This is an optimization exercise on Yosys and OpenROAD, whose aim is small area, a short achievable clock period and few clock cycles per item, not a production implementation.
At most, simulation tests tie the RTL to the original design; equivalence was not proved.

P:
Design e203_muldiv, start of the top module:
module e203_muldiv (
  input         clk,
  input         rst_n,
  input         i_valid,
  output        i_ready,
  input  [2:0]  i_op,
  input  [31:0] i_rs1,
  input  [31:0] i_rs2,
  output        o_valid,
  input         o_ready,
  output [31:0] o_wdat
);
Settings: LEC_CHECK=0, CAP_MARGIN=20, CORE_MARGIN=2, CORE_UTILIZATION=55, CTS_BUF_LIST=sky130_fd_sc_hd__clkbuf_8 sky130_fd_sc_hd__clkbuf_16, CTS_CLUSTER_DIAMETER=60, CTS_CLUSTER_SIZE=30, SLEW_MARGIN=20; clock period 11.0 ns.
standard.sh (not shown) runs the stock make flow with config.mk's settings and CLKGATE_MAP_FILE= SYNTH_SCRIPT=/design/flow/synth_recipe.tcl, a recipe that flattens the netlist after the stock synthesis.
==> flow/flow/run.sh <==
#!/bin/bash
# The standard layout (the standard.sh, unchanged synthesis) with three
# changes to how it is made:
#  - ports are buffered with a plain buffer (not a delay cell),
#  - the resizer may change a cell's drive strength even when that changes
#    the cell's width (MATCH_CELL_FOOTPRINT 0),
#  - timing repair aims for more setup slack than the design's clock needs.
set -euo pipefail
MARGIN=$(cat flow/margin.txt)
bash standard.sh SETUP_SLACK_MARGIN=$MARGIN MATCH_CELL_FOOTPRINT=0 \
  "BUFFER_PORTS_ARGS=-buffer_cell sky130_fd_sc_hd__buf_2" finish > run_make.log 2>&1
==> flow/flow/margin.txt <==
6.0
Testbench counts of P, summed over its fixed seeds: cycles 160,453, ops 24,000.
Relative to P, the following input files were edited for Q:
Settings: a change of CORE_UTILIZATION from 55 to 45; a deleted CTS_CLUSTER_SIZE that had been 30; a change of CAP_MARGIN from 20 to 5; an added ABC_AREA of 1; a deleted CTS_CLUSTER_DIAMETER that had been 60; a change of SLEW_MARGIN from 20 to 5.
[summary]
- On Q: share of final layout cell area taken by non-clock buffers is 0.66 points lower than what P gave.
- Worst-case setup margin in the final layout in Q vs P: up 21 ps
- Diff P -> Q: post-synthesis share of cell area spent on and, or, nand and nor gates rose by 4.3 points.


old:
Another version of the RTL of e203_muldiv (not shown whole).
Size: roughly 4100 cells after synthesis, about 300 flip-flops, ~110 I/O pins, ~35000 um^2 of cells after synthesis.
clock: 11.0 ns
lec_check: 0
abc_clock_period_in_ps: 4000
cap_margin: 20
core_margin: 2
core_utilization: 40
setup_slack_margin: 5
slew_margin: 20
run.sh (not shown) runs the stock make flow with config.mk's settings and CLKGATE_MAP_FILE= SYNTH_SCRIPT=/design/flow/synth_recipe.tcl, a recipe that flattens the netlist after the stock synthesis.
Stock flow here: none of the scripts above is used.
[inputs] new vs old
Settings: a deleted ABC_CLOCK_PERIOD_IN_PS that had been 4000; a deleted SETUP_SLACK_MARGIN that had been 5.
[summary]
- Going from old to new, non-clock buffer count in the final layout now smaller, number of buffers added on ports comparable, global routing usage summed across all routing layers now smaller.
- Final RePlAce weighted congestion (new over old): increase, 2.7%
Function was not checked in any run of this note: the RTL went through the layout flow alone.


Another version of the RTL of e203_muldiv (not shown whole).
For scale: ~140 flip-flops.
Settings: LEC_CHECK=0, ABC_AREA=1, CAP_MARGIN=5, CORE_MARGIN=2, CORE_UTILIZATION=45, CTS_BUF_LIST=sky130_fd_sc_hd__clkbuf_8 sky130_fd_sc_hd__clkbuf_16, SLEW_MARGIN=5; clock period 11.0 ns.
standard.sh (not shown) runs the stock make flow with config.mk's settings and CLKGATE_MAP_FILE= SYNTH_SCRIPT=/design/flow/synth_recipe.tcl, a recipe that flattens the netlist after the stock synthesis.
==> flow/flow/margin.txt <==
6.2
Scripts as last shown in full above: flow/flow/run.sh
The first run completed without violations.
==> next run, changes <==
==> flow/flow/margin.txt (replaced) <==
6.0
--- a/flow/config.mk
+++ b/flow/config.mk
@@ -7,7 +7,7 @@
 export LEC_CHECK = 0
 export ABC_AREA = 1
-export CAP_MARGIN = 5
+export CAP_MARGIN = 20
 export CORE_MARGIN = 2
 export CORE_UTILIZATION = 45
 export CTS_BUF_LIST = sky130_fd_sc_hd__clkbuf_8 sky130_fd_sc_hd__clkbuf_16
-export SLEW_MARGIN = 5
+export SLEW_MARGIN = 20
Effect: The new run finished clean; count of clock-buffer cells in the layout does not change; cell area decreases by 3.4%; synthesized area does not change; die area is unchanged; via count drops by 1.4%; core utilization is lower by 1.9 points; final cell count went down by 0.96%.
==> next run, changes <==
--- a/flow/config.mk
+++ b/flow/config.mk
@@ -7,7 +7,7 @@
 export LEC_CHECK = 0
 export ABC_AREA = 1
-export CAP_MARGIN = 20
+export CAP_MARGIN = 5
 export CORE_MARGIN = 2
 export CORE_UTILIZATION = 45
 export CTS_BUF_LIST = sky130_fd_sc_hd__clkbuf_8 sky130_fd_sc_hd__clkbuf_16
-export SLEW_MARGIN = 20
+export SLEW_MARGIN = 5
=> Setup slack does not change; register-to-register slack hardly moves; clock skew does not change; fmax does not change; routed wire length is unchanged; global-route usage stays the same; first-iteration DRC count does not change.
No functional check of the RTL was part of any run of this note.


Setup of build 20:
Another version of the RTL of e203_muldiv (not shown whole).
For scale: about 110 I/O pins, about 34000 µm² of cells after synthesis.
==> flow/config.mk <==
export PLATFORM = sky130hd
export DESIGN_NAME = e203_muldiv
export DESIGN_NICKNAME = e203_muldiv
export VERILOG_FILES = /design/flow/design.v
export SDC_FILE = /design/flow/constraint.sdc
export NUM_CORES = 8
export LEC_CHECK = 0
export CAP_MARGIN = 20
export CORE_MARGIN = 2
export CORE_UTILIZATION = 60
export SETUP_SLACK_MARGIN = 5
export SLEW_MARGIN = 20
==> flow/constraint.sdc <==
create_clock -name core_clock -period 11.0 [get_ports {clk}]
set_input_delay 2.2000 -clock core_clock [delete_from_list [all_inputs] [get_ports {clk}]]
set_output_delay 2.2000 -clock core_clock [all_outputs]
set_load 0.01 [all_outputs]
run.sh (not shown) runs the stock make flow with config.mk's settings and CLKGATE_MAP_FILE= SYNTH_SCRIPT=/design/flow/synth_recipe.tcl, a recipe that flattens the netlist after the stock synthesis.
Stock flow here: none of the scripts above is used.
Build 20 never completed, since it errored out during 5_1_grt.
Relative to build 20, the following input files were edited for build 42:
- CORE_UTILIZATION now 45, was 60
- SETUP_SLACK_MARGIN no longer set, was 5
==> flow/flow/run.sh (new file) <==
#!/bin/bash
# The standard layout (the standard.sh, unchanged synthesis), with timing
# repair aimed at a tighter target than the design's clock: repair_timing
# works until every path has this much setup slack at the design's period.
set -euo pipefail
MARGIN=$(cat flow/margin.txt)
bash standard.sh SETUP_SLACK_MARGIN=$MARGIN finish > run_make.log 2>&1
==> flow/flow/margin.txt (new file) <==
5.6
==> flow/standard.sh (new file) <==
#!/bin/bash
# synth_recipe.tcl (not shown) runs the flow's synth.tcl, then flattens the netlist and writes it again
# the make line also repeats each setting of config.mk as NAME=value (left out here)
make -C /OpenROAD-flow-scripts/flow DESIGN_CONFIG=/design/flow/config.mk WORK_HOME=/design/flow/orfs CLKGATE_MAP_FILE= SYNTH_SCRIPT=/design/flow/synth_recipe.tcl "${@:-finish}"
removed: flow/run.sh
Notes after the runs:
- Changes observed in build 42 relative to build 20: setup fix buffers added after clock tree synthesis fell by 27; synthesized area held.
- The flow ended early for build 20: it failed with a tool error in 5_1_grt.
- Build 42 finished all stages; the layout is clean.
- Delta (build 42 minus build 20): count of placed standard cells including taps increased 3.9%, synthesized area divided by synthesized cell count level.
- Compare build 20 and build 42 | worst setup timing slack at the placement stage lower: build 42
- Build 42 reports a lower starting density of the core than build 20 does.
- Cell area reported after detailed placement went up slightly going from build 20 to build 42.
Inputs modified between build 42 and build 16:
- an added SETUP_SLACK_MARGIN of 5
==> flow/run.sh (new file) <==
#!/bin/bash
# synth_recipe.tcl (not shown) runs the flow's synth.tcl, then flattens the netlist and writes it again
# the make line also repeats each setting of config.mk as NAME=value (left out here)
make -C /OpenROAD-flow-scripts/flow DESIGN_CONFIG=/design/flow/config.mk WORK_HOME=/design/flow/orfs CLKGATE_MAP_FILE= SYNTH_SCRIPT=/design/flow/synth_recipe.tcl finish
removed: flow/flow/run.sh
removed: flow/flow/margin.txt
removed: flow/standard.sh
--- outcome ---
- Compare build 16 and build 42 | length of the first detailed-routing pass in iterations higher: build 42
- Number of multi-input combinational cells: build 16 vs build 42 — no meaningful difference
- Summary of build 16 over build 42: detailed-placement wirelength estimate up 2200 µm; depth of the most critical reg-to-reg path went down; total via count after detailed routing has increased.
- Going from build 42 to build 16, the worst endpoint data arrival time was found to have gone up by 0.24 ns.
- On build 16: sum of met3 wire segment lengths after detailed routing is about 10% higher than what build 42 gave.
No functional check of the RTL was part of any run of this note.


== run A ==
The RTL this note starts from:
==> flow/design.v <==
module e203_muldiv (
  input         clk,
  input         rst_n,
  input         i_valid,
  output        i_ready,
  input  [2:0]  i_op,
  input  [31:0] i_rs1,
  input  [31:0] i_rs2,
  output        o_valid,
  input         o_ready,
  output [31:0] o_wdat
);
  function [5:0] bitlen;
    input [31:0] v;
    integer i;
    begin
      bitlen = 0;
      for (i = 0; i < 32; i = i + 1)
        if (v[i]) bitlen = i + 1;
    end
  endfunction
  function [2:0] bsel;
    input [2:0] b;
    begin
      bsel[2] = b[0] ^ b[1];
      bsel[1] = (b[2] & ~b[1] & ~b[0]) | (~b[2] & b[1] & b[0]);
      bsel[0] = b[2];
    end
  endfunction
  reg busy, done;
  wire start = i_valid & ~busy;
  assign o_valid = done;
  assign i_ready = done & o_ready;
  wire fin = done & o_ready;
  reg        isdiv, rop, qneg, anr, bz, dsub;
  reg [3:0]  osl, osh;     
  reg        dnorm, dfix;     
  reg [5:0]  cnt;
  reg [34:0] mc;           
  reg [33:0] pl;
  reg [33:0] acc;          
  reg [2:0]  s0, s1;       
  reg        p0, p1;       
  wire op_div = i_op[2];
  wire [32:0] xin = {(i_op[1:0] != 2'd3) & i_rs1[31], i_rs1};
  wire [32:0] yin = {(i_op[1] == 1'b0) & i_rs2[31], i_rs2};
  wire fx0 = (xin[32:8] == {25{xin[32]}}), fy0 = (yin[32:8] == {25{yin[32]}});
  wire fx1 = (xin[32:12] == {21{xin[32]}}), fy1 = (yin[32:12] == {21{yin[32]}});
  wire fx2 = (xin[32:16] == {17{xin[32]}}), fy2 = (yin[32:16] == {17{yin[32]}});
  wire swap = (fx0 & ~fy0) | (fx1 & ~fy1) | (fx2 & ~fy2);
  wire f0 = fx0 | fy0, f1 = fx1 | fy1, f2 = fx2 | fy2;
  wire [3:0] ohm = {~f2, f2 & ~f1, f1 & ~f0, f0};
  wire [32:0] mpl = swap ? xin : yin;
  wire [32:0] mcd = swap ? yin : xin;
  wire [33:0] tx = {34{xin[0]}} & {yin[32], yin};
  wire [33:0] ty = {34{yin[0]}} & {xin[32], xin};
  wire [33:0] t0 = swap ? tx : ty;
  wire [7:0] bx0 = {bsel({xin[2:1], 1'b0}), bsel(xin[4:2]), xin[2], xin[4]};
  wire [7:0] by0 = {bsel({yin[2:1], 1'b0}), bsel(yin[4:2]), yin[2], yin[4]};
  wire [7:0] bs0 = swap ? bx0 : by0;
  wire a_neg = ~i_op[0] & i_rs1[31];
  wire b_neg = ~i_op[0] & i_rs2[31];
  wire [31:0] ax = i_rs1 ^ {32{a_neg}};
  wire [31:0] bx = i_rs2 ^ {32{b_neg}};
  wire [5:0] ma_c = bitlen(ax);
  wire [5:0] mb_c = bitlen(bx);
  wire bzero = (i_rs2 == 32'd0);
  function [31:0] pfor;
    input [31:0] v;
    integer i;
    begin
      pfor[31] = v[31];
      for (i = 30; i >= 0; i = i - 1) pfor[i] = pfor[i + 1] | v[i];
    end
  endfunction
  wire [31:0] ta0 = pfor(ax), tb0 = pfor(bx);
  wire [32:0] ta = a_neg ? {ta0, 1'b1} : {1'b0, ta0};
  wire [32:0] tb = {1'b0, tb0};
  wire dskip = bzero | (|(tb & ~ta));
  wire [5:0] qs = pl[5:0] + {5'd0, anr} - pl[11:6];
  function [37:0] pp;
    input [2:0] s;
    input [34:0] x;
    reg [37:0] xe;
    begin
      xe = {{3{x[34]}}, x};
      pp = (({38{s[2]}} & xe) | ({38{s[1]}} & {xe[36:0], 1'b0})) ^ {38{s[0]}};
    end
  endfunction
  wire [37:0] ra = {{4{acc[33]}}, acc};
  wire [37:0] rb = pp(s0, mc);
  wire [37:0] rc = {pp(s1, mc), {2{s1[0]}}};    
  wire [37:0] sx = ra ^ rb ^ rc;
  wire [37:0] cx1 = {(ra[36:0] & rb[36:0]) | (ra[36:0] & rc[36:0]) | (rb[36:0] & rc[36:0]), p0};
  wire [37:0] sum = sx + cx1 + {37'd0, p1};
  wire acc_ok = (sum[37] == anr);       
  always @(posedge clk or negedge rst_n) begin
    if (!rst_n) begin
      busy <= 1'b0;
      done <= 1'b0;
    end else if (fin) begin
      busy <= 1'b0;
      done <= 1'b0;
    end else if (start) begin
      busy <= 1'b1;
      done <= op_div & dskip;
    end else if (busy & ~done) begin
      done <= isdiv ? (dfix ? 1'b1 : dnorm ? 1'b0 : (cnt == 6'd1) & ~(rop ? anr : qneg))
                    : (cnt == 6'd1);
    end
  end
  wire [4:0] mnext = pl[8:4];
  always @(posedge clk) begin
    if (start) begin
      isdiv <= op_div;
      rop <= i_op[1];
      bz <= bzero;
      qneg <= (a_neg ^ b_neg) & ~dskip;
      osl <= (i_op[1:0] == 2'd0) ? ohm : 4'b0000;
      osh <= (i_op[1:0] != 2'd0) ? ohm : 4'b0000;
      anr <= a_neg;
      dsub <= ~(a_neg ^ b_neg);
      if (op_div) begin
        dnorm <= ~dskip;
        dfix <= 1'b0;
        acc <= {{2{a_neg}}, i_rs1};
        mc <= {{3{b_neg}}, i_rs2};
        pl <= {22'd0, {mb_c, ma_c} & {12{~dskip}}};    
        s0 <= {2'b00, a_neg};
        s1 <= 3'b000;
        p0 <= 1'b0;
        p1 <= 1'b0;
      end else begin
        dnorm <= 1'b0;
        dfix <= 1'b0;
        cnt <= {2'b00, ohm[3], ohm[2], ohm[1] | ohm[0], ohm[1]};    
        acc <= {t0[33], t0[33:1]};
        mc <= {{2{mcd[32]}}, mcd};
        pl <= {t0[0], mpl[32:1], 1'b0};
        {s0, s1, p0, p1} <= bs0;
      end
    end else if (busy & ~done) begin
      if (isdiv) begin
        if (dnorm) begin
          dnorm <= 1'b0;
          cnt <= qs + 6'd1;
          mc <= mc << qs;
          pl <= 34'd0;
          acc <= sum[33:0];
          s0 <= {2'b10, dsub};
          p0 <= dsub;
          p1 <= 1'b0;
        end else if (dfix) begin
          acc <= sum[33:0];
        end else begin
          cnt <= cnt - 6'd1;
          mc <= {mc[34], mc[34:1]};
          if (cnt == 6'd1 & ~rop & qneg) acc <= 34'd0;
          else if (acc_ok) acc <= sum[33:0];
          pl <= {pl[32:0], acc_ok};
          if (cnt == 6'd1) begin
            dfix <= rop ? anr : qneg;
            mc <= {2'b00, pl[31:0], acc_ok};
            s0 <= rop ? 3'b000 : 3'b101;
            p0 <= ~rop;
            p1 <= rop;
          end
        end
      end else begin
        cnt <= cnt - 6'd1;
        acc <= sum[37:4];
        pl <= {sum[3:0], pl[33:4]};
        s0 <= bsel(mnext[2:0]);
        s1 <= bsel(mnext[4:2]);
        p0 <= mnext[2];
        p1 <= mnext[4];
      end
    end
  end
  wire [63:0] p0w = {{21{acc[33]}}, acc, pl[33:25]};
  wire [63:0] p1w = {{17{acc[33]}}, acc, pl[33:21]};
  wire [63:0] p2w = {{13{acc[33]}}, acc, pl[33:17]};
  wire [63:0] p3w = {acc[30:0], pl[33:1]};
  wire [31:0] mres = ({32{osl[0]}} & p0w[31:0]) | ({32{osl[1]}} & p1w[31:0])
                   | ({32{osl[2]}} & p2w[31:0]) | ({32{osl[3]}} & p3w[31:0])
                   | ({32{osh[0]}} & p0w[63:32]) | ({32{osh[1]}} & p1w[63:32])
                   | ({32{osh[2]}} & p2w[63:32]) | ({32{osh[3]}} & p3w[63:32]);
  wire [31:0] dres = (rop | qneg) ? acc[31:0] : (bz ? 32'hFFFFFFFF : pl[31:0]);
  assign o_wdat = isdiv ? dres : mres;
endmodule
export LEC_CHECK = 0
export ABC_AREA = 1
export CAP_MARGIN = 5
export CORE_MARGIN = 2
export CORE_UTILIZATION = 45
export CTS_BUF_LIST = sky130_fd_sc_hd__clkbuf_8 sky130_fd_sc_hd__clkbuf_16
export SLEW_MARGIN = 5
create_clock -name core_clock -period 11.0 [get_ports {clk}]
standard.sh (not shown) runs the stock make flow with config.mk's settings and CLKGATE_MAP_FILE= SYNTH_SCRIPT=/design/flow/synth_recipe.tcl, a recipe that flattens the netlist after the stock synthesis.
==> flow/flow/run.sh <==
#!/bin/bash
# The standard layout (the standard.sh, unchanged synthesis) with three
# changes to how it is made:
#  - ports are buffered with a plain buffer (not a delay cell),
#  - the resizer may change a cell's drive strength even when that changes
#    the cell's width (MATCH_CELL_FOOTPRINT 0),
#  - timing repair aims for more setup slack than the design's clock needs.
set -euo pipefail
MARGIN=$(cat flow/margin.txt)
bash standard.sh SETUP_SLACK_MARGIN=$MARGIN MATCH_CELL_FOOTPRINT=0 \
  "BUFFER_PORTS_ARGS=-buffer_cell sky130_fd_sc_hd__buf_2" finish > run_make.log 2>&1
==> flow/flow/margin.txt <==
6.1
Run A closes out successfully: all stages finished, all timing, DRC and antenna checks passed.
Testbench counts of run A, summed over its fixed seeds: cycles 160,453, ops 24,000.
For run B, these inputs were changed with respect to run A:
==> flow/flow/margin.txt <==
6.0
Findings:
Summary — final period demand of the worst path, run B relative to run A: higher, by 0.11 ns.
Run A has higher cell area than run B.
When the final numbers for run A and run B were put side by side, the wire length turned out to be greater in run A.
Run comparison: run A critical path's slowest cell sky130_fd_sc_hd__edfxtp_1; run B critical path's slowest cell sky130_fd_sc_hd__o41ai_2
Reported for run A and run B, mux share of post-synthesis cell area turned out identical to the last digit.
#### Input delta (run C over run B)
# run B
export LEC_CHECK = 0
export ABC_AREA = 1
export CAP_MARGIN = 5
export CORE_MARGIN = 2
export CORE_UTILIZATION = 45
export CTS_BUF_LIST = sky130_fd_sc_hd__clkbuf_8 sky130_fd_sc_hd__clkbuf_16
export SLEW_MARGIN = 5
create_clock -name core_clock -period 11.0 [get_ports {clk}]
# run C
export LEC_CHECK = 0
export ABC_AREA = 1
export CAP_MARGIN = 5
export CORE_MARGIN = 2
export CORE_UTILIZATION = 38
export CTS_BUF_LIST = sky130_fd_sc_hd__clkbuf_8 sky130_fd_sc_hd__clkbuf_16
export SLEW_MARGIN = 5
create_clock -name core_clock -period 11.0 [get_ports {clk}]
- Result for run B and run C: all clean

-- re-timing with driven ports --
How much do the figures lean on ideal ports? The routed layouts below were timed once more, with nothing changed but the port constraints. Step 1 sets driving cells, clkbuf_16 on the clock port and buf_2 on the other inputs (assumed; they add their load-dependent delay and slew). Step 2 times the ports against the registers' clock, not the clock port: input delays grow and output delays shrink by t, the midpoint of the rising clock arrivals with the driver on. Three values: ideal, step 1, step 2; two values: the first two.
| run | t, ns | setup slack, ns | worst hold slack (ns) | worst data-port slew with drivers (ns) | pins driven straight from the clock port |
|---|---|---|---|---|---|
| P | 0.487 | 5.945 / 5.938 / 5.451 | 0.609 / 0.609 / 0.609 | 0.08 | 1 |
| Q | 0.504 | 5.966 / 5.947 / 5.489 | 0.542 / 0.542 / 0.542 | 0.05 | 1 |
| old | 0.636 | 2.968 / 2.968 / 2.968 | 0.464 / 0.464 / 0.464 | 0.17 | 1 |
| new | 0.633 | 1.067 / 1.067 / 1.067 | 0.474 / 0.474 / 0.474 | 0.06 | 1 |
| the first run of note 3 | 0.506 | 6.098 / 6.047 / 5.541 | 0.560 / 0.560 / 0.560 | 0.17 | 1 |
| the second run of note 3 | 0.504 | 5.878 / 5.878 / 5.484 | 0.532 / 0.532 / 0.532 | 0.06 | 1 |
| the third run of note 3 | 0.504 | 5.878 / 5.878 / 5.484 | 0.532 / 0.532 / 0.532 | 0.06 | 1 |
| build 42 | 0.527 | 3.334 / 3.334 / 3.334 | 0.711 / 0.711 / 0.711 | 0.10 | 1 |
| build 16 | 0.528 | 3.084 / 3.084 / 3.084 | 0.708 / 0.708 / 0.708 | 0.07 | 1 |
| run A | 0.504 | 6.122 / 6.066 / 5.650 | 0.586 / 0.586 / 0.586 | 0.05 | 1 |
| run B | 0.504 | 6.011 / 5.988 / 5.532 | 0.591 / 0.591 / 0.591 | 0.04 | 1 |
| run C | 0.499 | 6.084 / 6.038 / 5.607 | 0.598 / 0.598 / 0.598 | 0.04 | 1 |
After both steps setup and hold are still met in every run listed. For the first run of note 3, which loses most, drivers alone change the setup slack by -0.051 ns; drivers and shift together by -0.557 ns.
